Source: an optimization exercise on an open RTL-to-GDS flow (aim: small area, a short achievable clock period and few clock cycles per item). Production flows keep margins and buffers that such runs may drop.
In this exercise RTL edits were held to simulation tests only and were not proved equivalent to the original.

===== design/flow/config.mk =====
export PLATFORM = sky130hd
export DESIGN_NAME = bitcoin_hash
export DESIGN_NICKNAME = bitcoin_hash
export VERILOG_FILES = /design/flow/design.v
export SDC_FILE = /design/flow/constraint.sdc
export NUM_CORES = 8
export LEC_CHECK = 0
export ABC_AREA = 1
export CAP_MARGIN = 20
export CORE_MARGIN = 2
export CORE_UTILIZATION = 45
export CTS_CLUSTER_DIAMETER = 100
export CTS_CLUSTER_SIZE = 20
export SETUP_SLACK_MARGIN = 5
export SLEW_MARGIN = 20

===== design/flow/constraint.sdc =====
create_clock -name core_clock -period 10.0 [get_ports {clk}]
set_input_delay 2.0000 -clock core_clock [delete_from_list [all_inputs] [get_ports {clk}]]
set_output_delay 2.0000 -clock core_clock [all_outputs]
set_load 0.01 [all_outputs]

===== design/flow/design.v =====
module bitcoin_hash(input logic        clk, reset_n, start,
                    input logic [15:0] message_addr, output_addr,
                   output logic        done, mem_we,
                   output logic [15:0] mem_addr,
                   output logic [31:0] mem_write_data,
                    input logic [31:0] mem_read_data);
function automatic [31:0] rotr(input [31:0] x, input integer r);
    rotr = (x >> r) | (x << (32 - r));
endfunction
localparam logic [2047:0] KTAB = {
    32'hc67178f2, 32'hbef9a3f7, 32'ha4506ceb, 32'h90befffa,
    32'h8cc70208, 32'h84c87814, 32'h78a5636f, 32'h748f82ee,
    32'h682e6ff3, 32'h5b9cca4f, 32'h4ed8aa4a, 32'h391c0cb3,
    32'h34b0bcb5, 32'h2748774c, 32'h1e376c08, 32'h19a4c116,
    32'h106aa070, 32'hf40e3585, 32'hd6990624, 32'hd192e819,
    32'hc76c51a3, 32'hc24b8b70, 32'ha81a664b, 32'ha2bfe8a1,
    32'h92722c85, 32'h81c2c92e, 32'h766a0abb, 32'h650a7354,
    32'h53380d13, 32'h4d2c6dfc, 32'h2e1b2138, 32'h27b70a85,
    32'h14292967, 32'h06ca6351, 32'hd5a79147, 32'hc6e00bf3,
    32'hbf597fc7, 32'hb00327c8, 32'ha831c66d, 32'h983e5152,
    32'h76f988da, 32'h5cb0a9dc, 32'h4a7484aa, 32'h2de92c6f,
    32'h240ca1cc, 32'h0fc19dc6, 32'hefbe4786, 32'he49b69c1,
    32'hc19bf174, 32'h9bdc06a7, 32'h80deb1fe, 32'h72be5d74,
    32'h550c7dc3, 32'h243185be, 32'h12835b01, 32'hd807aa98,
    32'hab1c5ed5, 32'h923f82a4, 32'h59f111f1, 32'h3956c25b,
    32'he9b5dba5, 32'hb5c0fbcf, 32'h71374491, 32'h428a2f98};
localparam logic [31:0] IV0 = 32'h6a09e667, IV1 = 32'hbb67ae85, IV2 = 32'h3c6ef372, IV3 = 32'ha54ff53a,
                        IV4 = 32'h510e527f, IV5 = 32'h9b05688c, IV6 = 32'h1f83d9ab, IV7 = 32'h5be0cd19;
function automatic [63:0] csa(input [31:0] x, input [31:0] y, input [31:0] z);
    csa = {x ^ y ^ z, ((x & y) | (x & z) | (y & z)) << 1};
endfunction
function automatic [31:0] add_bk(input [31:0] x, input [31:0] y);
    logic [31:0] gg, pp;
    gg = x & y;
    pp = x ^ y;
    for (int l = 0; l < 5; l++)
        for (int i = 0; i < 32; i++)
            if (((i + 1) % (2 << l)) == 0) begin
                gg[i] = gg[i] | (pp[i] & gg[i - (1 << l)]);
                pp[i] = pp[i] & pp[i - (1 << l)];
            end
    for (int l = 3; l >= 0; l--)
        for (int i = 0; i < 32; i++)
            if (((i + 1) % (2 << l)) == (1 << l) && i >= (2 << l)) begin
                gg[i] = gg[i] | (pp[i] & gg[i - (1 << l)]);
                pp[i] = pp[i] & pp[i - (1 << l)];
            end
    add_bk = (x ^ y) ^ {gg[30:0], 1'b0};
endfunction
logic [31:0] a, b, c, d, e, f, g, h;
logic [31:0] w [0:15];
logic [31:0] ra [0:3];
logic [31:0] re [0:3];
logic [31:0] m;
logic        busy;       
logic        pro;        
logic [7:0]  tau;        
logic [3:0]  nonce;
logic        we_r;
logic [15:0] addr_r;
assign done           = ~busy;
assign mem_we         = we_r;
assign mem_addr       = addr_r;
assign mem_write_data = d;
logic        busy_n, pro_n, we_n;
logic [7:0]  tau_n;
logic [3:0]  nonce_n;
always_comb begin
    busy_n = busy; pro_n = pro; tau_n = tau + 8'd1; nonce_n = nonce;
    we_n = 1'b0;
    if (!busy) begin
        tau_n = 8'd0;
        pro_n = 1'b1;
        nonce_n = 4'd0;
        if (start) busy_n = 1'b1;
    end else if (pro) begin
        if (tau == 8'd81) begin pro_n = 1'b0; tau_n = 8'd0; end
    end else begin
        if (tau == 8'd134) we_n = 1'b1;
        if (tau == 8'd135) begin
            tau_n = 8'd0;
            nonce_n = nonce + 4'd1;
            if (nonce == 4'd15) busy_n = 1'b0;
        end
    end
end
localparam SEL_RND = 2'd0, SEL_ROT = 2'd1, SEL_IV = 2'd2, SEL_MID = 2'd3;
typedef struct packed {
    logic [1:0] asel;       
    logic       emit_w;     
    logic       emit_r;     
    logic       yzero;      
    logic [1:0] wsel;       
    logic [2:0] wc;         
    logic       kz1;        
    logic       kfold;      
    logic       kiv;        
    logic       tp;         
    logic       aload;      
    logic       awr;        
    logic [1:0] ainc;       
} ctrl_t;
function automatic ctrl_t decode(input logic bz, input logic pr, input logic [7:0] t);
    ctrl_t r;
    r = '0;
    r.asel = SEL_ROT;
    r.tp = t[0];            
    if (!bz) begin
        r.aload = 1'b1;
    end else if (pr) begin
        if (t == 8'd71) r.aload = 1'b1;
        if (t == 8'd72) r.ainc = 2'd1;
        if (t >= 8'd2 && t <= 8'd17) r.wsel = 2'd1;
        if (t == 8'd1 || t == 8'd9) r.asel = SEL_IV;
        if (t >= 8'd2 && t <= 8'd5) begin r.emit_r = 1'b1; r.yzero = 1'b1; end
        if (t == 8'd8 || t == 8'd80) r.kz1 = 1'b1;
        if (t == 8'd9) r.kiv = 1'b1;
        if (t >= 8'd10 && t <= 8'd73) r.asel = SEL_RND;
        if (t >= 8'd74 && t <= 8'd77) r.emit_r = 1'b1;
        if (t >= 8'd78) r.asel = SEL_MID;
        if (t >= 8'd74 && t <= 8'd76) r.wsel = 2'd1;
        if (t >= 8'd77) r.wsel = 2'd2;
        if (t == 8'd78) r.wc = 3'd2;         
    end else begin
        if (t <= 8'd63) r.asel = SEL_RND;
        if (t >= 8'd64 && t <= 8'd67) r.emit_w = 1'b1;
        if (t == 8'd67) begin r.asel = SEL_IV; r.kiv = 1'b1; end
        if (t == 8'd66 || t == 8'd134) r.kz1 = 1'b1;
        if (t == 8'd130) r.kfold = 1'b1;
        if (t >= 8'd68 && t <= 8'd131) r.asel = SEL_RND;
        if (t >= 8'd132) r.asel = SEL_MID;
        if (t == 8'd125) r.aload = 1'b1;
        if (t == 8'd126) r.ainc = 2'd1;
        if (t == 8'd133) begin r.aload = 1'b1; r.awr = 1'b1; end
        if (t == 8'd134) r.ainc = 2'd2;
        if (t <= 8'd7) begin r.wsel = 2'd2; r.wc = (t == 8'd7) ? 3'd3 : 3'd0; end
        if (t >= 8'd68 && t <= 8'd75) begin
            r.wsel = 2'd2;
            r.wc = (t == 8'd68) ? 3'd2 : (t == 8'd75) ? 3'd4 : 3'd0;
        end
        if (t >= 8'd128 && t <= 8'd130) r.wsel = 2'd1;
        if (t >= 8'd131) begin
            r.wsel = 2'd2;
            r.wc = (t == 8'd131) ? 3'd1 : (t == 8'd132) ? 3'd2 : 3'd0;
        end
    end
    decode = r;
endfunction
ctrl_t ct, ct_n;
assign ct_n = decode(busy, pro_n, tau_n);
always_ff @(posedge clk, negedge reset_n) begin
    if (!reset_n) begin
        busy  <= 1'b0;
        we_r  <= 1'b0;
    end else begin
        busy  <= busy_n;
        we_r  <= we_n;
    end
end
always_ff @(posedge clk) begin
    pro   <= pro_n;
    tau   <= tau_n;
    nonce <= nonce_n;
    ct    <= ct_n;
end
logic [5:0] kidx;       
logic [3:0] wnonce;     
always_ff @(posedge clk) begin
    kidx   <= ct.kz1 ? 6'd0 : kidx + 6'd1;
    wnonce <= pro ? 4'd0 : nonce + 4'd1;
end
wire [31:0] s1  = rotr(e, 6) ^ rotr(e, 11) ^ rotr(e, 25);
wire [31:0] ch  = (e & f) ^ (~e & g);
wire [31:0] s0  = rotr(a, 2) ^ rotr(a, 13) ^ rotr(a, 22);
wire [31:0] maj = (a & b) ^ (a & c) ^ (b & c);
wire [31:0] c1s, c1c, c2s, c2c, c3s, c3c, e1s, e1c, e2s, e2c;
assign {c1s, c1c} = csa(ch, maj, m);         
assign {c2s, c2c} = csa(s0, s1, c1s);
assign {c3s, c3c} = csa(c2s, c2c, c1c);
assign {e1s, e1c} = csa(ch, m, d);           
assign {e2s, e2c} = csa(e1s, e1c, s1);
wire        rnd   = (ct.asel == SEL_RND);
wire [31:0] a_cy  = add_bk(c3s, c3c) ^ c3s ^ c3c;
wire [31:0] e_cy  = add_bk(e2s, e2c) ^ e2s ^ e2c;
wire [31:0] kk = ct.kfold ? 32'hc67178f2 + IV0 : ct.kiv ? 32'h428a2f98 + IV7 : KTAB[32*kidx +: 32];
wire [31:0] m1s, m1c;
assign {m1s, m1c} = csa(w[9], g & {32{~ct.kiv}}, kk);
wire [31:0] sg0 = rotr(w[1], 7) ^ rotr(w[1], 18) ^ (w[1] >> 3);
wire [31:0] sg1 = rotr(w[14], 17) ^ rotr(w[14], 19) ^ (w[14] >> 10);
wire [31:0] n1s, n1c, n2s, n2c;
assign {n1s, n1c} = csa(sg1, w[9], sg0);
assign {n2s, n2c} = csa(n1s, n1c, w[0]);
wire [31:0] w_next = add_bk(n2s, n2c);
wire [31:0] xa = ct.tp ? c : a;
wire [31:0] xe = ct.tp ? g : e;
wire [31:0] sum_a = add_bk(xa, ra[3] & {32{~ct.yzero}});
wire [31:0] sum_e = add_bk(xe, re[3] & {32{~ct.yzero}});
wire [31:0] mid_a = ct.tp ? ra[2] : ra[0];
wire [31:0] mid_e = ct.tp ? re[2] : re[0];
logic [31:0] wconst, w_in, a_in, e_in, a_oth, e_oth;
always_comb begin
    case (ct.wc)
    3'd1:    wconst = {28'd0, wnonce};
    3'd2:    wconst = 32'h80000000;
    3'd3:    wconst = 32'd640;
    3'd4:    wconst = 32'd256;
    default: wconst = 32'd0;
    endcase
    if (ct.emit_w) w_in = sum_e;
    else case (ct.wsel)
    2'd0:    w_in = w_next;
    2'd1:    w_in = mem_read_data;
    default: w_in = wconst;
    endcase
    case (ct.asel)
    SEL_IV:  begin a_oth = IV0; e_oth = IV4; end
    SEL_MID: begin a_oth = mid_a; e_oth = mid_e; end
    default: begin a_oth = d; e_oth = h; end
    endcase
    a_in = (rnd ? c3s ^ c3c : a_oth) ^ (a_cy & {32{rnd}});
    e_in = (rnd ? e2s ^ e2c : e_oth) ^ (e_cy & {32{rnd}});
end
wire ivl = (ct.asel == SEL_IV);
always_ff @(posedge clk) begin
    a <= a_in; b <= ivl ? IV1 : a; c <= ivl ? IV2 : b; d <= ivl ? IV3 : c;
    e <= e_in; f <= ivl ? IV5 : e; g <= ivl ? IV6 : f; h <= ivl ? IV7 : g;
    for (int i = 0; i < 15; i++) w[i] <= w[i+1];
    w[11] <= ct.emit_w ? sum_a : w[12];
    w[15] <= w_in;
    ra[0] <= ct.emit_r ? sum_a : ra[3]; ra[1] <= ra[0]; ra[2] <= ra[1]; ra[3] <= ra[2];
    re[0] <= ct.emit_r ? sum_e : re[3]; re[1] <= re[0]; re[2] <= re[1]; re[3] <= re[2];
    m <= add_bk(m1s, m1c);
    addr_r <= ct.aload ? (ct.awr ? output_addr : message_addr)
                       : addr_r + ((ct.ainc == 2'd1) ? 16'd16 : (ct.ainc == 2'd2) ? {12'd0, nonce} : 16'd1);
end
endmodule

===== design/flow/flow/run.sh =====
#!/bin/bash
# Layout with the standard flow (standard.sh), with these changes:
#  - synthesis skips the full-adder extraction (ADDER_MAP_FILE empty), so the
#    carry-save adders of the SHA-256 round map to faster XOR/majority logic;
#    synthesis script, passes, flattening and renaming are otherwise standard;
#  - optionally, ports are buffered with buf_2 cells.
set -euo pipefail
EXTRA="ADDER_MAP_FILE= SETUP_SLACK_MARGIN=6.5 'BUFFER_PORTS_ARGS=-buffer_cell sky130_fd_sc_hd__buf_2'"
sed "s|\"\${@:-finish}\"|$EXTRA \"\${@:-finish}\"|" standard.sh > standard_own.sh
grep -q 'SETUP_SLACK_MARGIN=6.5' standard_own.sh
bash standard_own.sh synth > synth.log 2>&1
bash standard_own.sh finish > layout.log 2>&1

===== design/flow/standard.sh =====
#!/bin/bash
# synth_recipe.tcl (not shown) runs the flow's synth.tcl, then flattens the netlist and writes it again
# the make line also repeats each setting of config.mk as NAME=value (left out here)
make -C /OpenROAD-flow-scripts/flow DESIGN_CONFIG=/design/flow/config.mk WORK_HOME=/design/flow/orfs CLKGATE_MAP_FILE= SYNTH_SCRIPT=/design/flow/synth_recipe.tcl "${@:-finish}"

==> results.txt, run 1 <==
die area=118,000 um^2; routability congestion estimate from global placement=1.01; number of synthesized register bits=1,114; core outline area=115,000 um^2; Post-layout nets=7,808; count of synthesis-stage warnings from yosys=4; clock transition at the register clock pins on the worst setup and hold paths after CTS=80 ps; buffer and inverter count on the worst path=4; most used flip-flop cell after synthesis=dfxtp_1; number of library cell types mapped by synthesis=59; share of synthesized flip-flops with an asynchronous set or reset=less than 1%; worst hold start=w[3][11]$_DFF_P_; post-synthesis area per instance=6.93 um^2; signed area change from the synthesized netlist to the final layout=18.2%; cell with the biggest individual delay on the critical path=o211ai_1; die outline height=344 um; Seq/Total Area, Yosys=42.9%; crit path capture type=flip-flop; CTS tree=yes; final critical-path required period=3460 ps; Clock Tree Buf Depth=3; vias in the first global route=43.7k; crit share post-route=34.6%; family with the most delay on the worst path=simple AND/OR/NAND/NOR gates; transition time of the tightest slew-check pin=around 950 ps; fraction of layout cells with a size suffix above 1=17.0%; number of max-cap violations=0; post-detailed-route via-to-cell ratio=5.26; Die Wd=~340 um; post-route ant nets=0; startpoint-to-endpoint class of the critical path=flip-flop to flip-flop; number of hold-slack violations in the final timing report=0; wire length of the first global-routing pass=around 270 mm; Worst EP required=10,570 ps; wire length per cell after detailed routing=20.7 um; hold-fix buffer count after cts=0; CP startpoint=kidx[2]$_SDFF_PP0_; source of the worst register-to-register timing path=kidx[2]$_SDFF_PP0_; CTS Buf Count=67; Initial DRT Pass Iterations=6; Critical Path AT=4030 ps; fin worst setup slack=6540 ps; number of rows in the core area=around 120; result of the run=complete, no violations; via count of the routed design=48.7k; setup_tns=0 ps; count of final max-slew check failures=0; gate count of the mapped netlist=between 7k and 8k; number of antenna violations at the first check in global routing=4; Remaining DRCs=0; RSZ-0062 raised after global routing=yes; worst min-delay path category=flip-flop to flip-flop; combined area of all synthesized cells=52,100 um^2; final wirelength=192 mm; total overflow reported by the global router=0; worst stage delay on the critical path=490 ps; count of routing violations after the opening detailed-route iteration=4,032; pin count of the biggest net entering global routing=68; total routing usage reported by global routing=30.8%; CTS sink cnt=~1.1k; Post-DP HPWL=144 mm; net count after synthesis=7,582; source-to-sink clock delay at the later pin of the worst-skew pair=700 ps; final setup violation count=0; clk_skew=between 30 and 40 ps; number of flops mapped to enable cells by yosys=0; Critical Path Fanout Max=7; effective utilization at floorplan=45.5%; number of H-tree levels=3; headroom to the max-slew limit=between 30% and 40%; clock tree root buffer cell=clkbuf_16; nature of the critical path startpoint=flip-flop; worst setup slack after placement=5430 ps; cell with the most instances on the worst path=nand2_1; Boundary Pins=117; maximum clock frequency=289 MHz; buffers added on ports=116
## synth_stat cells, types with 23 or more instances
master / instances / share of area (%)
nand2_1: 2473 / 18
dfxtp_1: 1112 / 43
inv_1: 954 / 6.9
nand3_1: 532 / 5.1
o21ai_0: 505 / 4.9
nor2_1: 481 / 3.5
xor2_1: 332 / 5.6
a21oi_1: 217 / 2.1
xnor2_1: 146 / 2.5
clkbuf_1: 111 / 0.80
or2_2: 87 / 1.0
o211ai_1: 49 / 0.71
nor3_1: 48 / 0.46
buf_2: 44 / 0.42
o21ai_1: 42 / 0.40
nand4_1: 34 / 0.41
a31oi_1: 31 / 0.37
inv_2: 25 / 0.18
o22ai_1: 25 / 0.30
a21o_1: 23 / 0.33
o21bai_1: 23 / 0.33
## cell families after synthesis
group,synth area share (%)
AND/OR/NAND/NOR,29.2
AO/OA/AOI/OAI,11.1
XOR/XNOR,8.07
buffers and inverters,8.73
flip-flops,42.9
## flip-flops by register name, summed over array words and instances (netlist names)
register,cells
a,32
c,32
kidx,6
tau,8
m,32
wnonce,4
addr_r,16
e,32
busy,1
nonce,4
b,32
g,32
f,32
re,128
pro,1
we_r,1
ra,128
w,512
d,32
ct,17
h,32
## layer usage
layer  vias up  global-route usage, %  wire (um)
met5         -                      0          0
met4         0                   11.1       7810
met3       304                   3.60      13200
met2      1627                   51.0      87900
met1     22900                   41.2      83000
li1      23900                      -          -
## path summary, 6_finish.rpt
check	slack [ps]	cells after the start	to
worst min register to register	310	0	w[2][11]$_DFF_P_
max in group asynchronous	8770	1	busy$_DFF_PN0_
worst max-delay path	6540	26	m[31]$_DFF_P_
worst min-delay path	310	0	w[2][11]$_DFF_P_
worst max register to register	6540	26	m[31]$_DFF_P_
min in group asynchronous	1100	1	we_r$_DFF_PN0_
## layout make-up
type	instances	area, um^2
well taps	1512	1890
flip-flops and latches	1114	22700
fillers	11100	53000
multi-input cells	5226	28300
inverters	980	3830
diodes	1	2.50
repair buffers	349	2980
clock buffers	71	1690
clock inverters	14	174
repair inverters	3	22.5
## cells in the final DEF, fill, tap and decap left out, types with 54 or more instances in the layout
master,count
a21oi_1,191
buf_2,116
buf_4,180
clkbuf_16,73
dfxtp_1,966
dfxtp_2,70
dfxtp_4,76
inv_1,894
nand2_1,2289
nand2_2,156
nand3_1,467
nand3_2,61
nor2_1,406
o21ai_0,452
o21ai_1,54
or2_2,83
xnor2_1,125
xor2_1,248
xor2_2,70
## stage by stage
stage	cell area, um^2	util [%]	hold WS [ps]	instances
after CTS	57300	50.0	302	9117
after detailed placement	53900	47.1	312	8979
after global placement	53900	47.1	310	8979
after global routing	61500	53.7	309	9269
final	61500	53.7	313	9270
after floorplan	52100	-	310	7515
## timing repair
item / CTS / global route
buffers inserted: 48 / 144
resized for setup: 284 / 772
setup endpoints to repair: 180 / 139
pin swaps: 18 / 168
gates cloned: 5 / 8
Testbench counts, summed over its fixed seeds: cycles 90,360, hashes 640.
==> inputs of run 2 (changes only) <==
--- a/design/flow/config.mk
+++ b/design/flow/config.mk
@@ -13,2 +13,3 @@
 export CTS_CLUSTER_SIZE = 20
+export PLACE_DENSITY = 0.8
 export SETUP_SLACK_MARGIN = 5
==> run 2 against run 1 <==
- global-route usage fell by 1.1 points
- still clean on timing, DRC and antenna
- synthesized cell count did not move
- non-clock buffer count fell by 58
- area after synthesis did not move
- utilization fell by 1.4 points
- critical endpoint unchanged
- final area fell by 2.6%
==> results.txt, run 2 <==
clock transition at the register clock pins on the worst setup and hold paths after CTS=80 ps (about the same); Post-DP HPWL=138 mm (-4.0%); CTS Buf Count=67 (unchanged); number of max-cap violations=0 (unchanged); post-route ant nets=0 (unchanged); number of H-tree levels=3 (unchanged); number of antenna violations at the first check in global routing=7 (+3); number of flip-flops in the largest register=512 (unchanged); via count of the routed design=49.4k (+1.4%); total overflow reported by the global router=0 (unchanged); Worst EP required=10,580 ps (about the same); cell with the most instances on the worst path=nand2_1; net count after synthesis=7,582 (unchanged); pin count of the biggest net entering global routing=90 (+32%); die outline height=344 um (unchanged); crit path capture type=flip-flop; final wirelength=184 mm (-4.0%); non-filler cells, final=9,211 (-0.64%); number of hold-slack violations in the final timing report=0 (unchanged); clk_skew=38.3 ps (+4.67 ps); count of final max-slew check failures=0 (unchanged); Register-to-Register Path Depth=15 (-42%); result of the run=complete, no violations; die area=118,000 um^2 (unchanged); Boundary Pins=117 (unchanged); number of synthesized register bits=1,114 (unchanged); area used by sequential logic in the layout=22,700 um^2 (-0.13%); fillers=10.8k (-2.9%); registers with the most flip-flops=w (512), ra (128), re (128); startpoint-to-endpoint class of the critical path=flip-flop to flip-flop; count of synthesis-stage warnings from yosys=4 (unchanged); core outline area=115,000 um^2 (unchanged); wire length per cell after detailed routing=20.0 um (-3.4%); top register by number of flip-flops=w; setup_tns=0 ps (unchanged); most used flip-flop cell after synthesis=dfxtp_1; routability congestion estimate from global placement=0.999 (-1.2%); share of synthesized flip-flops with an asynchronous set or reset=0.180% (unchanged); clock tree root buffer cell=clkbuf_16; top cell type's share of synthesized area=42.8% (unchanged); buffers added on ports=116 (unchanged); transition time of the tightest slew-check pin=1230 ps (+277 ps); Worst R2R End=m[31]$_DFF_P_; commonest non-fill, non-tap cell in the layout=nand2_1; total routing usage reported by global routing=29.7% (-1.1 points); Cell Count Post-Placement=8,977 (-0.022%); post-detailed-route via-to-cell ratio=5.37 (+2.0%); final setup violation count=0 (unchanged); signed area change from the synthesized netlist to the final layout=15.1%; Remaining DRCs=0 (unchanged); leading area contributor after synthesis=dfxtp_1; reg2reg setup slack=6560 ps (about the same); nature of the critical path startpoint=flip-flop; buffer and inverter count on the worst path=3 (-1); depth of the worst hold-timing path=0 (unchanged); biggest area contributors in the synthesized netlist=dfxtp_1 43%, nand2_1 18%, inv_1 6.9%; source-to-sink clock delay at the later pin of the worst-skew pair=700 ps (about the same); multi-input combinational cell area=27,500 um^2 (-2.8%); headroom to the max-slew limit=17.5% (-19 points); most frequent cells in the layout=2,350 x nand2_1, 970 x dfxtp_1, 919 x inv_1; gate count of the mapped netlist=7,515 (unchanged); effective utilization at floorplan=45.5% (unchanged); combined area of all synthesized cells=52,100 um^2 (unchanged); Clock Tree Buf Depth=3 (unchanged); terminating pin of the worst hold path=w[9][15]$_DFF_P_; wire length of the first global-routing pass=265 mm (-1.9%); worst hold start=w[10][15]$_DFF_P_; crit share post-route=34.4% (-0.14 points); cell with the biggest individual delay on the critical path=o311ai_0; family with the most delay on the worst path=simple AND/OR/NAND/NOR gates; post-synthesis area per instance=6.93 um^2 (unchanged); most frequent cell after synthesis=nand2_1; CTS tree=yes; Critical Path AT=4020 ps (about the same); number of flops mapped to enable cells by yosys=0 (unchanged); Post-layout nets=7,749 (-0.76%); top cell types by occurrence after synthesis=2,473 x nand2_1, 1,112 x dfxtp_1, 954 x inv_1; source of the worst register-to-register timing path=kidx[2]$_SDFF_PP0_; worst stage delay on the critical path=870 ps (+380 ps); number of rows in the core area=124 (unchanged); maximum clock frequency=290 MHz (+0.40%); final critical-path required period=3440 ps (-13.9 ps); count of routing violations after the opening detailed-route iteration=5,043 (+25%); Seq/Total Area, Yosys=42.9% (unchanged); number of library cell types mapped by synthesis=59 (unchanged); vias in the first global route=44.7k (+2.2%); Initial DRT Pass Iterations=8 (+2); fraction of layout cells with a size suffix above 1=14.3% (-2.7 points); worst path cell trace=buf_12, nand2_8, nand2_2, nand2_1, inv_1, nor2_1, o311ai_0, nand3_2, xnor2_1, a21o_1, nand2_1, inv_1, nand2_1, nand3b_1, nand2_1; Die Wd=344 um (unchanged); Critical Path Fanout Max=11 (+4); RSZ-0062 raised after global routing=yes; worst min-delay path category=flip-flop to flip-flop; CTS sink cnt=1,114 (unchanged)
==> run 2: cell counts after synthesis <==
No cell type changed its count.
==> run 2: cells by family (layout without fill, tap and decap cells) <==
group                     Yosys count  in the layout  synth area share [%]
and+or+nand+nor                  3724           3725                  29.2
xor gates and xnor gates          479            479                  8.07
other                               0              1                     0
buffers and inverters            1175           1357                  8.73
AOI/OAI and AO/OA                1023           1023                  11.1
DFF                              1114           1114                  42.9
==> run 2: layout make-up <==
type | instances | area share, %
timing repair buffer | 291 | 3.70
inverter | 980 | 6.31
tap | 1512 | 3.16
multi-input combinational | 5227 | 45.8
antenna | 1 | 0.00418
clock inverter | 13 | 0.317
timing repair inverter | 1 | 0.00835
clock buffer | 72 | 2.87
sequential | 1114 | 37.8
==> run 2: worst max-delay path by stage <==
| stage | startpoint | to | slack [ps] | depth (start not counted) |
|---|---|---|---|---|
| 2_1_floorplan | e[12]$_DFF_P_ | e[31]$_DFF_P_ | 7120 | 22 |
| 3_3_place_gp | kidx[3]$_SDFF_PP0_ | m[31]$_DFF_P_ | 5500 | 28 |
| 3_5_place_dp | tau[0]$_DFF_P_ | ra[0][31]$_DFF_P_ | 5520 | 24 |
| 4_1_cts | e[31]$_DFF_P_ | a[31]$_DFF_P_ | 6500 | 26 |
| 5_1_grt | e[4]$_DFF_P_ | a[31]$_DFF_P_ | 6320 | 29 |
| 6_report | kidx[2]$_SDFF_PP0_ | m[31]$_DFF_P_ | 6560 | 15 |
==> run 2: stage by stage <==
stage               instance area [um^2]  utilization (%)  setup slack (ps)  hold WS (ps)
floorplan                          52100                -              7120           310
global placement                   53900             47.1              5500           309
detailed placement                 53900             47.1              5520           312
CTS                                57000             49.8              6500           314
global route                       59900             52.3              6320           309
finish                             59900             52.3              6560           307
==> run 2: repair_timing <==
item / 4_1_cts / 5_1_grt
setup endpoints to repair: 166 / 133
buffers inserted: 34 / 105
gates resized for setup: 259 / 582
hold buffers: 0 / 0
pin swaps: 15 / 106
hold endpoints to repair: 0 / 0
gates cloned: 4 / 5
==> run 2: routing by layer <==
layer  vias up  track usage (%)  wire (um)  part of all wire [%]
met1     22900             37.4      72700                    39
met5         -                0         80                 0.043
met4         8             15.0      10800                   5.8
li1      23800                -          -                     -
met3       539             5.46      16900                   9.2
met2      2194             48.6      83700                    45
==> inputs of run 3 (changes only) <==
--- a/design/flow/config.mk
+++ b/design/flow/config.mk
@@ -10,3 +10,3 @@
 export CORE_MARGIN = 2
-export CORE_UTILIZATION = 45
+export CORE_UTILIZATION = 40
 export CTS_CLUSTER_DIAMETER = 100
==> run 3 against run 2 <==
- register-to-register slack about the same
- critical path depth grew 9
- global-route usage is 3.1 points lower
- via count rose by 1.5%
- maximum frequency increased by 0.41%
- die area increased by 12%
- synthesized cell count is the same
- final cell count is 2.4% higher
- highest routed layer unchanged
==> results.txt, run 3 <==
result of the run=complete, no violations; Worst EP required=10,590 ps (about the same); family with the most delay on the worst path=simple AND/OR/NAND/NOR gates; buffers added on ports=116 (unchanged); Critical Path Fanout Max=6 (-5); net count after synthesis=7,582 (unchanged); leading area contributor after synthesis=dfxtp_1; pin count of the biggest net entering global routing=79 (-12%); effective utilization at floorplan=40.3% (-5.2 points); final critical-path required period=3430 ps (-14.1 ps); number of antenna violations at the first check in global routing=9 (+2); area used by sequential logic in the layout=22,700 um^2 (+0.16%); CTS tree=yes; startpoint-to-endpoint class of the critical path=flip-flop to flip-flop; count of routing violations after the opening detailed-route iteration=5,559 (+10%); Final Util=46.6% (-5.7 points); signed area change from the synthesized netlist to the final layout=15.7%; most frequent cell after synthesis=nand2_1; number of max-cap violations=0 (unchanged); via count of the routed design=50.2k (+1.5%); clock transition at the register clock pins on the worst setup and hold paths after CTS=100 ps (+20 ps); wire length of the first global-routing pass=269 mm (+1.5%); gate count of the mapped netlist=7,515 (unchanged); non-filler cells, final=9,433 (+2.4%); area of placed instances=54,200 um^2 (+0.52%); number of rows in the core area=132 (+6.5%); Remaining DRCs=0 (unchanged); maximum clock frequency=292 MHz (+0.41%); Die Wd=365 um (+6.0%); top cell type's share of synthesized area=42.8% (unchanged); cell with the biggest individual delay on the critical path=dfxtp_4; die area=133,000 um^2 (+12%); Register-to-Register Path Depth=24 (+9); count of final max-slew check failures=0 (unchanged); CTS sink cnt=1,114 (unchanged); post-synthesis area per instance=6.93 um^2 (unchanged); depth of the worst hold-timing path=0 (unchanged); number of synthesized register bits=1,114 (unchanged); most frequent cells in the layout=2,348 x nand2_1, 967 x dfxtp_1, 917 x inv_1; headroom to the max-slew limit=22.4% (+4.9 points); CP startpoint=e[11]$_DFF_P_; CTS Buf Count=68 (+1.5%); biggest area contributors in the synthesized netlist=dfxtp_1 43%, nand2_1 18%, inv_1 6.9%; Cell Count Post-Placement=9,207 (+2.6%); Clock Tree Buf Depth=3 (unchanged); clk_skew=38.8 ps (+0.438 ps); crit share post-route=34.3% (-0.14 points); final setup violation count=0 (unchanged); Initial DRT Pass Iterations=6 (-2); buffer and inverter count on the worst path=1 (-2); most used flip-flop cell after synthesis=dfxtp_1; number of flops mapped to enable cells by yosys=0 (unchanged); number of hold-slack violations in the final timing report=0 (unchanged); transition time of the tightest slew-check pin=1160 ps (-73.3 ps); Post-layout nets=7,742 (-0.090%); commonest non-fill, non-tap cell in the layout=nand2_1; number of flip-flops in the largest register=512 (unchanged); RSZ-0062 raised after global routing=yes; combined area of all synthesized cells=52,100 um^2 (unchanged); core outline area=129,000 um^2 (+13%); cell with the most instances on the worst path=nand2_1; fillers=12.5k (+16%); final wirelength=187 mm (+1.4%); Seq/Total Area, Yosys=42.9% (unchanged); count of cell instances traversed by the critical path=24 (+9); top register by number of flip-flops=w; routability congestion estimate from global placement=1.01 (+0.65%); vias in the first global route=45.5k (+1.8%); post-route ant nets=0 (unchanged); number of library cell types mapped by synthesis=59 (unchanged); number of H-tree levels=3 (unchanged); post-detailed-route via-to-cell ratio=5.32 (-0.89%); source-to-sink clock delay at the later pin of the worst-skew pair=700 ps (about the same); die outline height=365 um (+6.0%); nature of the critical path startpoint=flip-flop; total overflow reported by the global router=0 (unchanged); worst path cell trace=nand2_1, o21ai_4, inv_1, nand2_1, nand2_1, xor2_1, or2_2, nand2_1, xor2_2, xnor2_2, nor2_1, nand2_1, nor2_1, nand2_2, nand2_2, nand2_1, nand2_2, nand2_1, nand2_1, nand3_1, nand2_1, nand2_1, nand2_1, nand2_1; worst min-delay path category=flip-flop to flip-flop; multi-input combinational cell area=27,400 um^2 (-0.26%); source of the worst register-to-register timing path=e[11]$_DFF_P_; fraction of layout cells with a size suffix above 1=14.4% (+0.093 points); Critical Path AT=4020 ps (about the same); total routing usage reported by global routing=26.6% (-3.1 points); count of synthesis-stage warnings from yosys=4 (unchanged); crit path capture type=flip-flop; worst stage delay on the critical path=450 ps (-420 ps); Post-DP HPWL=139 mm (+0.70%); setup_tns=0 ps (unchanged); Final Cell Area=60,200 um^2 (+0.55%); Boundary Pins=117 (unchanged); registers with the most flip-flops=w (512), ra (128), re (128); worst hold start=w[2][1]$_DFF_P_; share of synthesized flip-flops with an asynchronous set or reset=0.180% (unchanged); wire length per cell after detailed routing=19.8 um (-0.97%); top cell types by occurrence after synthesis=2,473 x nand2_1, 1,112 x dfxtp_1, 954 x inv_1; hold-fix buffer count after cts=0 (unchanged); clock tree root buffer cell=clkbuf_16
## run 3: cell count changes in the layout (fill, tap and decap cells not counted), moves of 4 or more
| cell | previous run | this run |
|---|---|---|
| dfxtp_4 | 66 | 79 |
| buf_4 | 150 | 139 |
| dfxtp_2 | 76 | 66 |
| nand2_2 | 106 | 114 |
| nand2_8 | 10 | 3 |
| inv_2 | 39 | 43 |
| or2_2 | 83 | 87 |
| or2_4 | 4 | 0 |
| xnor2_2 | 13 | 17 |
| xor2_4 | 6 | 2 |
## run 3: cells by family (layout without fill, tap and decap cells)
family                 Yosys count  count (layout)  synth area share [%]
other                            0               1                     0
XOR/XNOR                       479             479                  8.07
AND/OR/NAND/NOR               3724            3724                  29.2
buffers and inverters         1175            1350                  8.73
flip-flops                    1114            1114                  42.9
AO/OA/AOI/OAI                 1023            1023                  11.1
## run 3: worst paths after layout
check | end | slack (ps)
worst max register to register | e[29]$_DFF_P_ | 6570
max in group asynchronous | busy$_DFF_PN0_ | 8790
min in group asynchronous | busy$_DFF_PN0_ | 1100
worst min register to register | w[1][1]$_DFF_P_ | 310
worst min-delay path | w[1][1]$_DFF_P_ | 310
worst max-delay path | e[29]$_DFF_P_ | 6570
## run 3: worst reg2reg max path: stages, from the launching register on
cell     delay (ps)
dfxtp_4         450
nand2_1         120
o21ai_4         110
inv_1            70
nand2_1         110
nand2_1          90
xor2_1          170
or2_2           300
nand2_1         110
xor2_2          250
xnor2_2         120
nor2_1          150
nand2_1         110
nor2_1          140
nand2_2          90
nand2_2         120
nand2_1          70
nand2_2         110
nand2_1         100
nand2_1          90
nand3_1          90
nand2_1         110
nand2_1          70
nand2_1          90
nand2_1          50
## run 3: stage by stage
step,hold WS (ps),setup slack (ps)
after floorplan,310,7120
after global placement,310,5590
after detailed placement,312,5690
after CTS,309,6460
after global routing,310,6280
final,308,6570
## run 3: final cells by class
cell class                      instances  share of cell area, %
Timing Repair Buffer                  285                   3.76
Tap cell                             1742                   3.62
Inverter                              980                   6.25
Clock buffer                           72                   2.88
Multi-Input combinational cell       5226                   45.5
Sequential cell                      1114                   37.7
Clock inverter                         13                  0.374
Antenna cell                            1                0.00415
## run 3: what timing repair did
item                                    in CTS  in global routing
buffers inserted                            31                 99
endpoints found under the setup margin     164                156
resized for setup                          247                596
endpoints found under the hold margin        0                  0
cloned                                       4                  6
pin swaps                                   12                 99
## run 3: layer usage
layer | routed length, um | GRT usage, % | up-vias
li1 | - | - | 23800
met1 | 73600 | 33.7 | 23200
met2 | 81700 | 42.4 | 2501
met4 | 12800 | 15.1 | 12
met3 | 18400 | 5.00 | 628
met5 | 72 | 0 | -
==> inputs of run 4 (changes only) <==
--- a/design/flow/config.mk
+++ b/design/flow/config.mk
@@ -11,4 +11,5 @@
 export CORE_UTILIZATION = 40
-export CTS_CLUSTER_DIAMETER = 100
-export CTS_CLUSTER_SIZE = 20
+export CTS_BUF_LIST = sky130_fd_sc_hd__clkbuf_8
+export CTS_CLUSTER_DIAMETER = 60
+export CTS_CLUSTER_SIZE = 14
 export PLACE_DENSITY = 0.8
==> run 4 against run 3 <==
- flip-flop and latch count is the same
- still clean
- critical endpoint is now mem_write_data[16]
- register-to-register slack is essentially flat
- largest cell class unchanged
- synthesized cell count stayed put
- setup slack worse by 21 ps
- clock skew up 78 ps
==> results.txt, run 4 <==
most frequent cell after synthesis=nand2_1; buffers added on ports=116 (unchanged); headroom to the max-slew limit=28.5% (+6.1 points); source-to-sink clock delay at the later pin of the worst-skew pair=900 ps (+200 ps); vias in the first global route=45.7k (+0.42%); top register by number of flip-flops=w; total routing usage reported by global routing=26.6% (-0.040 points); wire length per cell after detailed routing=19.6 um (-0.92%); net count after synthesis=7,582 (unchanged); cell with the biggest individual delay on the critical path=dfxtp_2; Remaining DRCs=0 (unchanged); Die Wd=365 um (unchanged); clock transition at the register clock pins on the worst setup and hold paths after CTS=90 ps (about the same); CTS sink cnt=1,114 (unchanged); number of max-cap violations=0 (unchanged); worst min-delay path category=flip-flop to flip-flop; number of H-tree levels=3 (unchanged); reg2reg setup slack=6560 ps (about the same); Register-to-Register Path Depth=7 (-71%); Worst R2R End=h[26]$_SDFF_PP0_; clk_skew=117 ps (+77.9 ps); result of the run=complete, no violations; number of flip-flops in the largest register=512 (unchanged); Post-layout nets=7,777 (+0.45%); number of rows in the core area=132 (unchanged); Worst EP required=8000 ps (-2590 ps); maximum clock frequency=290 MHz (-0.60%); die area=133,000 um^2 (unchanged); die outline height=365 um (unchanged); CTS Buf Count=100 (+47%); total overflow reported by the global router=0 (unchanged); final hold slack=282 ps (-26.2 ps); post-detailed-route via-to-cell ratio=5.27 (-0.84%); core outline area=129,000 um^2 (unchanged); most used flip-flop cell after synthesis=dfxtp_1; most frequent cells in the layout=2,346 x nand2_1, 945 x dfxtp_1, 917 x inv_1; worst stage delay on the critical path=440 ps (about the same); CTS tree=yes; count of final max-slew check failures=0 (unchanged); worst hold start=re[1][19]$_DFF_P_; terminating pin of the worst hold path=re[2][19]$_DFF_P_; Seq/Total Area, Yosys=42.9% (unchanged); via count of the routed design=50.0k (-0.24%); final setup violation count=0 (unchanged); number of synthesized register bits=1,114 (unchanged); wire length of the first global-routing pass=268 mm (-0.22%); top cell type's share of synthesized area=42.8% (unchanged); startpoint-to-endpoint class of the critical path=flip-flop to output port; post-synthesis area per instance=6.93 um^2 (unchanged); depth of the worst hold-timing path=0 (unchanged); Post-DP HPWL=139 mm (unchanged); Critical Path Fanout Max=4 (-2); count of routing violations after the opening detailed-route iteration=5,394 (-3.0%); RSZ-0062 raised after global routing=yes; crit path capture type=output port; pin count of the biggest net entering global routing=79 (unchanged); number of hold-slack violations in the final timing report=0 (unchanged); area of placed instances=54,200 um^2 (unchanged); registers with the most flip-flops=w (512), ra (128), re (128); worst path cell trace=buf_2; final critical-path required period=3450 ps (+20.6 ps); biggest area contributors in the synthesized netlist=dfxtp_1 43%, nand2_1 18%, inv_1 6.9%; Critical Path AT=1450 ps (-2570 ps); setup_tns=0 ps (unchanged); number of antenna violations at the first check in global routing=7 (-2); clock tree root buffer cell=clkbuf_8; count of synthesis-stage warnings from yosys=4 (unchanged); source of the worst register-to-register timing path=ct[17]$_SDFF_PN0_; buffer and inverter count on the worst path=1 (unchanged); combined area of all synthesized cells=52,100 um^2 (unchanged); leading area contributor after synthesis=dfxtp_1; number of flops mapped to enable cells by yosys=0 (unchanged); Initial DRT Pass Iterations=10 (+4); post-route ant nets=0 (unchanged); gate count of the mapped netlist=7,515 (unchanged); routability congestion estimate from global placement=1.01 (unchanged); crit share post-route=34.5% (+0.21 points); final wirelength=186 mm (-0.32%); effective utilization at floorplan=40.3% (unchanged); number of library cell types mapped by synthesis=59 (unchanged); family with the most delay on the worst path=flip-flops; Boundary Pins=117 (unchanged); Final Cell Area=60,300 um^2 (about the same); share of synthesized flip-flops with an asynchronous set or reset=0.180% (unchanged); commonest non-fill, non-tap cell in the layout=nand2_1; transition time of the tightest slew-check pin=1070 ps (-84.1 ps); nature of the critical path startpoint=flip-flop; top cell types by occurrence after synthesis=2,473 x nand2_1, 1,112 x dfxtp_1, 954 x inv_1; fraction of layout cells with a size suffix above 1=15.2% (+0.80 points); signed area change from the synthesized netlist to the final layout=15.8% (about the same); Clock Tree Buf Depth=3 (unchanged)
-- run 4: worst max-delay path by stage --
stage | startpoint | to | slack, ps | cells after the start
floorplan | e[12]$_DFF_P_ | e[31]$_DFF_P_ | 7120 | 22
global placement | kidx[1]$_SDFF_PP0_ | m[31]$_DFF_P_ | 5590 | 24
detailed placement | kidx[3]$_SDFF_PP0_ | m[31]$_DFF_P_ | 5690 | 26
CTS | d[27]$_SDFF_PP0_ | mem_write_data[27] | 6500 | 1
global route | e[12]$_DFF_P_ | a[31]$_DFF_P_ | 6370 | 28
finish | d[16]$_SDFF_PP1_ | mem_write_data[16] | 6550 | 1
-- run 4: metrics by stage --
stage	setup WS [ps]	util [%]	instances
after global routing	6370	46.6	9488
after floorplan	7120	-	7515
after global placement	5590	41.9	9207
after detailed placement	5690	41.9	9207
final	6550	46.6	9490
after CTS	6500	44.2	9373
-- run 4: logic make-up after synthesis --
| kind of cell | after synthesis | share of synthesized area [%] |
|---|---|---|
| simple gates | 3724 | 29.2 |
| flops | 1114 | 42.9 |
| buf+inv | 1175 | 8.73 |
| compound gates | 1023 | 11.1 |
| xor+xnor | 479 | 8.07 |
-- run 4: layout make-up --
cell class | count | area, um^2
inverters | 980 | 3760
clock buffers | 105 | 1450
well taps | 1742 | 2180
repair buffers | 288 | 2300
fillers | 12500 | 69000
clock inverters | 32 | 383
flip-flops and latches | 1114 | 22700
multi-input cells | 5226 | 27500
diodes | 3 | 7.51
-- run 4: what timing repair did --
action,4_1_cts,5_1_grt
hold buffers,0,0
setup endpoints to repair,185,146
pin swaps,13,110
gates resized for setup,255,621
cloned,3,6
hold endpoints to repair,0,0
buffers inserted,26,108
-- run 4: metal layers --
layer / GRT usage [%] / wire [um]
met4: 14.9 / 12500
met5: 0 / 77
met3: 5.08 / 18300
met2: 42.3 / 81800
met1: 33.7 / 73500
==> inputs of run 5 (changes only) <==
--- a/design/flow/flow/run.sh
+++ b/design/flow/flow/run.sh
@@ -7,3 +7,3 @@
 set -euo pipefail
-EXTRA="ADDER_MAP_FILE= SETUP_SLACK_MARGIN=6.5 'BUFFER_PORTS_ARGS=-buffer_cell sky130_fd_sc_hd__buf_2'"
+EXTRA="ADDER_MAP_FILE= SETUP_SLACK_MARGIN=6.5 SETUP_MOVE_SEQUENCE=unbuffer,sizeup,swap 'BUFFER_PORTS_ARGS=-buffer_cell sky130_fd_sc_hd__buf_2'"
 sed "s|\"\${@:-finish}\"|$EXTRA \"\${@:-finish}\"|" standard.sh > standard_own.sh
--- a/design/flow/config.mk
+++ b/design/flow/config.mk
@@ -11,6 +11,5 @@
 export CORE_UTILIZATION = 40
-export CTS_BUF_LIST = sky130_fd_sc_hd__clkbuf_8
-export CTS_CLUSTER_DIAMETER = 60
-export CTS_CLUSTER_SIZE = 14
-export PLACE_DENSITY = 0.8
+export CTS_CLUSTER_DIAMETER = 100
+export CTS_CLUSTER_SIZE = 20
+export PLACE_DENSITY = 0.7
 export SETUP_SLACK_MARGIN = 5
==> run 5 against run 4 <==
- synthesized cell count unchanged
- flip-flop and latch count did not move
- hold slack gained 6.7 ps
- via count fell by 3.1%
- critical path depth increased by 1
- clock skew down 65 ps
- area after synthesis did not move
- first-iteration DRC count down 15%
- non-clock buffer count fell by 142
==> results.txt, run 5 <==
Remaining DRCs=0 (unchanged); Critical Path AT=1630 ps (+180 ps); buffer and inverter count on the worst path=2 (+1); top cell type's share of synthesized area=42.8% (unchanged); clk_skew=52.1 ps (-64.6 ps); final critical-path required period=3630 ps (+175 ps); headroom to the max-slew limit=13.7% (-15 points); number of flip-flops in the largest register=512 (unchanged); vias in the first global route=43.7k (-4.3%); Post-layout nets=7,603 (-2.2%); crit share post-route=36.3% (+1.7 points); cell with the biggest individual delay on the critical path=dfrtp_2; number of flops mapped to enable cells by yosys=0 (unchanged); setup_tns=0 ps (unchanged); leading area contributor after synthesis=dfxtp_1; net count after synthesis=7,582 (unchanged); wire length of the first global-routing pass=262 mm (-2.2%); CP startpoint=busy$_DFF_PN0_; area used by sequential logic in the layout=22,600 um^2 (-0.71%); share of synthesized flip-flops with an asynchronous set or reset=0.180% (unchanged); core outline area=129,000 um^2 (unchanged); source-to-sink clock delay at the later pin of the worst-skew pair=750 ps (-150 ps); startpoint-to-endpoint class of the critical path=flip-flop to output port; Clock Tree Buf Depth=3 (unchanged); effective utilization at floorplan=40.3% (unchanged); count of final max-slew check failures=0 (unchanged); fillers=12.9k (+3.3%); Critical Path Fanout Max=9 (+5); total routing usage reported by global routing=26.2% (-0.36 points); worst path cell trace=clkinvlp_4, buf_6; registers with the most flip-flops=w (512), ra (128), re (128); Boundary Pins=117 (unchanged); number of rows in the core area=132 (unchanged); source of the worst register-to-register timing path=kidx[1]$_SDFF_PP0_; via count of the routed design=48.5k (-3.1%); nature of the critical path startpoint=flip-flop; number of max-cap violations=0 (unchanged); buffers added on ports=116 (unchanged); hold-fix buffer count after cts=0 (unchanged); maximum clock frequency=276 MHz (-4.8%); gate count of the mapped netlist=7,515 (unchanged); post-route ant nets=0 (unchanged); worst min-delay path category=flip-flop to flip-flop; CTS sink cnt=1,114 (unchanged); final wirelength=180 mm (-3.1%); pin count of the biggest net entering global routing=89 (+13%); wire length per cell after detailed routing=19.4 um (-1.1%); post-synthesis area per instance=6.93 um^2 (unchanged); final setup violation count=0 (unchanged); number of synthesized register bits=1,114 (unchanged); CTS tree=yes; Register-to-Register Path Depth=27 (+20); number of H-tree levels=3 (unchanged); biggest area contributors in the synthesized netlist=dfxtp_1 43%, nand2_1 18%, inv_1 6.9%; CTS Buf Count=68 (-32%); number of library cell types mapped by synthesis=59 (unchanged); most frequent cells in the layout=2,341 x nand2_1, 980 x dfxtp_1, 932 x inv_1; count of cell instances traversed by the critical path=2 (+1); die outline height=365 um (unchanged); reg2reg setup slack=6390 ps (-170 ps); clock tree root buffer cell=clkbuf_16; Post-DP HPWL=139 mm (+0.32%); multi-input combinational cell area=27,600 um^2 (+0.51%); combined area of all synthesized cells=52,100 um^2 (unchanged); routability congestion estimate from global placement=0.988 (-1.8%); top register by number of flip-flops=w; total overflow reported by the global router=0 (unchanged); Worst EP required=8000 ps (about the same); Initial DRT Pass Iterations=6 (-4); family with the most delay on the worst path=flip-flops; commonest non-fill, non-tap cell in the layout=nand2_1; destination of the critical timing path=done; worst stage delay on the critical path=480 ps (+40 ps); most used flip-flop cell after synthesis=dfxtp_1; transition time of the tightest slew-check pin=1290 ps (+214 ps); signed area change from the synthesized netlist to the final layout=13.4%; most frequent cell after synthesis=nand2_1; post-detailed-route via-to-cell ratio=5.22 (-1.1%); Die Wd=365 um (unchanged); fraction of layout cells with a size suffix above 1=12.5% (-2.7 points); Worst R2R End=m[31]$_DFF_P_; crit path capture type=output port; final hold slack=289 ps (+6.66 ps); number of hold-slack violations in the final timing report=0 (unchanged); RSZ-0062 raised after global routing=yes; clock transition at the register clock pins on the worst setup and hold paths after CTS=80 ps (about the same); result of the run=complete, no violations; count of routing violations after the opening detailed-route iteration=4,604 (-15%); count of synthesis-stage warnings from yosys=4 (unchanged); die area=133,000 um^2 (unchanged); top cell types by occurrence after synthesis=2,473 x nand2_1, 1,112 x dfxtp_1, 954 x inv_1; number of antenna violations at the first check in global routing=10 (+3); Seq/Total Area, Yosys=42.9% (unchanged)
## run 5: cell families after synthesis
logic type | Yosys count | synth area share [%]
compound gates | 1023 | 11.1
xor+xnor | 479 | 8.07
buf+inv | 1175 | 8.73
flops | 1114 | 42.9
simple gates | 3724 | 29.2
## run 5: worst min path at each step
| stage | start | to | cells after the start |
|---|---|---|---|
| 2_1_floorplan | ra[1][0]$_DFF_P_ | ra[2][0]$_DFF_P_ | 0 |
| 3_3_place_gp | w[5][11]$_DFF_P_ | w[4][11]$_DFF_P_ | 0 |
| 3_5_place_dp | ra[1][4]$_DFF_P_ | ra[2][4]$_DFF_P_ | 0 |
| 4_1_cts | w[11][18]$_DFF_P_ | w[10][18]$_DFF_P_ | 0 |
| 5_1_grt | w[15][10]$_DFF_P_ | w[14][10]$_DFF_P_ | 0 |
| 6_report | w[15][19]$_DFF_P_ | w[14][19]$_DFF_P_ | 0 |
## run 5: repair_timing
item / CTS / global route
setup endpoints to repair: 155 / 134
pin swaps: 58 / 133
setup buffers: 0 / 0
gates resized for setup: 333 / 476
## run 5: layout make-up
cell class                 instances  area share [%]
multi-input combinational       5226            46.8
sequential                      1114            38.2
inverter                         980            6.39
tap                             1742            3.69
clock buffer                      72            2.98
timing repair buffer             146            1.58
clock inverter                    12           0.350
antenna                            4          0.0170
## run 5: metrics by stage
| step | util, % | cells | area [um^2] | worst slack (ps) |
|---|---|---|---|---|
| after floorplan | - | 7515 | 52100 | 7120 |
| after global placement | 41.9 | 9208 | 54200 | 5590 |
| after detailed placement | 41.9 | 9208 | 54200 | 5580 |
| after CTS | 44.3 | 9292 | 57300 | 6280 |
| after global routing | 45.7 | 9292 | 59000 | 6160 |
| final | 45.7 | 9296 | 59100 | 6370 |
## run 5: routing by layer
| layer | wire, um | track usage [%] |
|---|---|---|
| met1 | 74400 | 33.6 |
| met4 | 10100 | 12.8 |
| met2 | 81200 | 42.5 |
| met3 | 14600 | 4.54 |
| met5 | 54 | 0 |
==> inputs of run 6 (changes only) <==
--- a/design/flow/flow/run.sh
+++ b/design/flow/flow/run.sh
@@ -7,5 +7,5 @@
 set -euo pipefail
-EXTRA="ADDER_MAP_FILE= SETUP_SLACK_MARGIN=6.5 SETUP_MOVE_SEQUENCE=unbuffer,sizeup,swap 'BUFFER_PORTS_ARGS=-buffer_cell sky130_fd_sc_hd__buf_2'"
+EXTRA="ADDER_MAP_FILE= SETUP_SLACK_MARGIN=6.6 'BUFFER_PORTS_ARGS=-buffer_cell sky130_fd_sc_hd__buf_2'"
 sed "s|\"\${@:-finish}\"|$EXTRA \"\${@:-finish}\"|" standard.sh > standard_own.sh
-grep -q 'SETUP_SLACK_MARGIN=6.5' standard_own.sh
+grep -q 'SETUP_SLACK_MARGIN=6.6' standard_own.sh
 bash standard_own.sh synth > synth.log 2>&1
--- a/design/flow/config.mk
+++ b/design/flow/config.mk
@@ -13,3 +13,3 @@
 export CTS_CLUSTER_SIZE = 20
-export PLACE_DENSITY = 0.7
+export PLACE_DENSITY = 0.8
 export SETUP_SLACK_MARGIN = 5
==> run 6 against run 5 <==
- final cell count is 2.0% higher
- final area is 5.0% higher
- setup slack better by 250 ps
- critical path depth increased by 24
- die area unchanged
- register-to-register slack improved by 230 ps
- still clean
- wire length up 5.2%
==> results.txt, run 6 <==
result of the run=complete, no violations; most frequent cells in the layout=2,240 x nand2_1, 951 x dfxtp_1, 892 x inv_1; Initial DRT Pass Iterations=8 (+2); Critical Path Fanout Max=8 (-1); startpoint-to-endpoint class of the critical path=flip-flop to flip-flop; number of antenna violations at the first check in global routing=12 (+2); met3 wire length=19.5 mm (+33%); final wirelength=190 mm (+5.2%); net count after synthesis=7,582 (unchanged); biggest area contributors in the synthesized netlist=dfxtp_1 43%, nand2_1 18%, inv_1 6.9%; Worst EP required=10,600 ps (+2600 ps); RSZ-0062 raised after global routing=yes; crit share post-route=33.8% (-2.5 points); effective utilization at floorplan=40.3% (unchanged); via count of the routed design=50.7k (+4.5%); die area=133,000 um^2 (unchanged); count of synthesis-stage warnings from yosys=4 (unchanged); headroom to the max-slew limit=23.6% (+9.9 points); registers with the most flip-flops=w (512), ra (128), re (128); core outline area=129,000 um^2 (unchanged); Boundary Pins=117 (unchanged); total routing usage reported by global routing=26.8% (+0.60 points); most frequent cell after synthesis=nand2_1; number of max-cap violations=0 (unchanged); post-detailed-route via-to-cell ratio=5.35 (+2.5%); area of placed instances=54,200 um^2 (about the same); number of synthesized register bits=1,114 (unchanged); transition time of the tightest slew-check pin=1140 ps (-147 ps); top register by number of flip-flops=w; most used flip-flop cell after synthesis=dfxtp_1; top cell types by occurrence after synthesis=2,473 x nand2_1, 1,112 x dfxtp_1, 954 x inv_1; Die Wd=365 um (unchanged); maximum clock frequency=296 MHz (+7.4%); pin count of the biggest net entering global routing=79 (-11%); hold-fix buffer count after cts=0 (unchanged); final setup violation count=0 (unchanged); top cell type's share of synthesized area=42.8% (unchanged); Seq/Total Area, Yosys=42.9% (unchanged); setup_tns=0 ps (unchanged); CTS tree=yes; Post-DP HPWL=139 mm (-0.32%); number of flip-flops in the largest register=512 (unchanged); worst min-delay path category=flip-flop to flip-flop; wire length of the first global-routing pass=271 mm (+3.2%); commonest non-fill, non-tap cell in the layout=nand2_1; routability congestion estimate from global placement=1.01 (+1.8%); crit path capture type=flip-flop; number of flops mapped to enable cells by yosys=0 (unchanged); area used by sequential logic in the layout=22,700 um^2 (+0.74%); final critical-path required period=3380 ps (-249 ps); Register-to-Register Path Depth=26 (-3.7%); Final Cell Area=62,000 um^2 (+5.0%); post-synthesis area per instance=6.93 um^2 (unchanged); die outline height=365 um (unchanged); wire length per cell after detailed routing=20.0 um (+3.1%); clock transition at the register clock pins on the worst setup and hold paths after CTS=110 ps (+30 ps); multi-input combinational cell area=28,600 um^2 (+3.5%); combined area of all synthesized cells=52,100 um^2 (unchanged); total overflow reported by the global router=0 (unchanged); highest metal used=met5; nature of the critical path startpoint=flip-flop; count of routing violations after the opening detailed-route iteration=5,516 (+20%); Remaining DRCs=0 (unchanged); post-route ant nets=0 (unchanged); share of synthesized flip-flops with an asynchronous set or reset=0.180% (unchanged); leading area contributor after synthesis=dfxtp_1; depth of the worst hold-timing path=0 (unchanged); Clock Tree Buf Depth=3 (unchanged); CTS Buf Count=68 (unchanged); CTS sink cnt=1,114 (unchanged); Post-layout nets=7,788 (+2.4%); number of H-tree levels=3 (unchanged); fillers=12.2k (-5.4%); number of library cell types mapped by synthesis=59 (unchanged); clk_skew=45.4 ps (-6.66 ps); buffers added on ports=116 (unchanged); Detail Route met2 WL=83.7 mm (+3.2%); count of final max-slew check failures=0 (unchanged); gate count of the mapped netlist=7,515 (unchanged); fraction of layout cells with a size suffix above 1=18.1% (+5.7 points); vias in the first global route=45.7k (+4.7%); clock tree root buffer cell=clkbuf_16; signed area change from the synthesized netlist to the final layout=19.1%; Critical Path AT=3970 ps (+2340 ps); source-to-sink clock delay at the later pin of the worst-skew pair=710 ps (-40 ps); Met1 Routed Length=73.0 mm (-1.8%); number of hold-slack violations in the final timing report=0 (unchanged); number of rows in the core area=132 (unchanged)
[run 6: cell counts after synthesis]
No cell type changed its count.
[run 6: layout make-up]
class | instances | area share (%)
multi-input combinational | 5226 | 46.1
timing repair buffer | 331 | 4.43
antenna | 2 | 0.00807
inverter | 980 | 6.11
sequential | 1114 | 36.7
clock inverter | 13 | 0.363
clock buffer | 72 | 2.80
tap | 1742 | 3.51
[run 6: repair_timing]
| action | CTS | global route |
|---|---|---|
| gates cloned | 7 | 3 |
| pin swaps | 24 | 216 |
| resized for setup | 357 | 841 |
| setup endpoints to repair | 174 | 215 |
| setup buffers | 46 | 130 |
[run 6: metal layers]
metal / global-route usage, % / vias to the layer above
li1: - / 23900
met1: 34.0 / 23600
met2: 42.8 / 2562
met3: 4.91 / 686
met4: 15.2 / 10
met5: 0 / -
[run 6: path summary, 6_finish.rpt]
check | slack (ps) | end | startpoint
setup / recovery | 6620 | m[31]$_DFF_P_ | kidx[1]$_SDFF_PP0_
hold / removal | 310 | w[3][5]$_DFF_P_ | w[4][5]$_DFF_P_
setup reg to reg | 6620 | m[31]$_DFF_P_ | kidx[1]$_SDFF_PP0_
hold reg to reg | 310 | w[3][5]$_DFF_P_ | w[4][5]$_DFF_P_
max in group asynchronous | 8780 | busy$_DFF_PN0_ | reset_n
min in group asynchronous | 1100 | busy$_DFF_PN0_ | reset_n
[run 6: through the flow]
stage	cells	util [%]	hold WS (ps)	setup WS [ps]
after CTS	9345	44.8	309	6530
after global routing	9478	47.9	310	6400
after floorplan	7515	-	310	7120
after detailed placement	9207	41.9	312	5690
final	9480	48.0	305	6620
after global placement	9207	41.9	310	5590
[run 6: critical path, cell delays in order (launching register included)]
cell,delay [ps]
dfxtp_4,460
clkinv_8,140
nand2_8,150
nand2_8,90
buf_4,150
o22ai_2,250
nand2_1,90
o31ai_1,70
nand2_1,90
o211ai_1,90
buf_4,160
xor2_1,210
inv_1,60
nand2_1,70
nand2_1,80
nor2_1,200
nand2_1,140
nor2_2,140
nand2_4,70
nand2_4,100
nand2_4,60
nand2_4,70
nand2_2,50
nand2_2,70
nand2_2,60
nand3b_1,90
nand2_1,50
[run 6: logic make-up (layout without fill, tap and decap cells)]
logic type	Yosys count	count (layout)	share of synthesized area, %
AOI/OAI and AO/OA	1023	1023	11.1
buffers and inverters	1175	1396	8.73
and+or+nand+nor	3724	3724	29.2
xor gates and xnor gates	479	479	8.07
DFF	1114	1114	42.9
other	0	2	0

-- static timing again, ports no longer ideal --
The results above use ideal ports. As a check the final layouts listed here were re-extracted and re-timed, cells and wires unchanged. Step 1 assumes that a clkbuf_16 drives the clock port and a buf_2 every other input. Step 2 times the ports against the registers' clock, not the clock port: input delays grow and output delays shrink by t, the midpoint of the rising clock arrivals with the driver on. Slacks: ideal / step 1 / step 2; pairs: ideal / step 1.
| run | t, ns | setup WS [ns] | clock arrival spread, ns |
|---|---|---|---|
| run 1 | 0.763 | 6.542 / 6.463 / 6.542 | 0.042 / 0.042 |
| run 2 | 0.760 | 6.556 / 6.499 / 6.556 | 0.041 / 0.041 |
| run 3 | 0.763 | 6.570 / 6.494 / 6.570 | 0.039 / 0.038 |
| run 4 | 0.919 | 6.550 / 6.478 / 6.562 | 0.123 / 0.122 |
| run 5 | 0.801 | 6.375 / 6.293 / 6.386 | 0.053 / 0.053 |
| run 6 | 0.760 | 6.624 / 6.548 / 6.624 | 0.045 / 0.045 |
After both steps setup and hold are still met in every run listed.
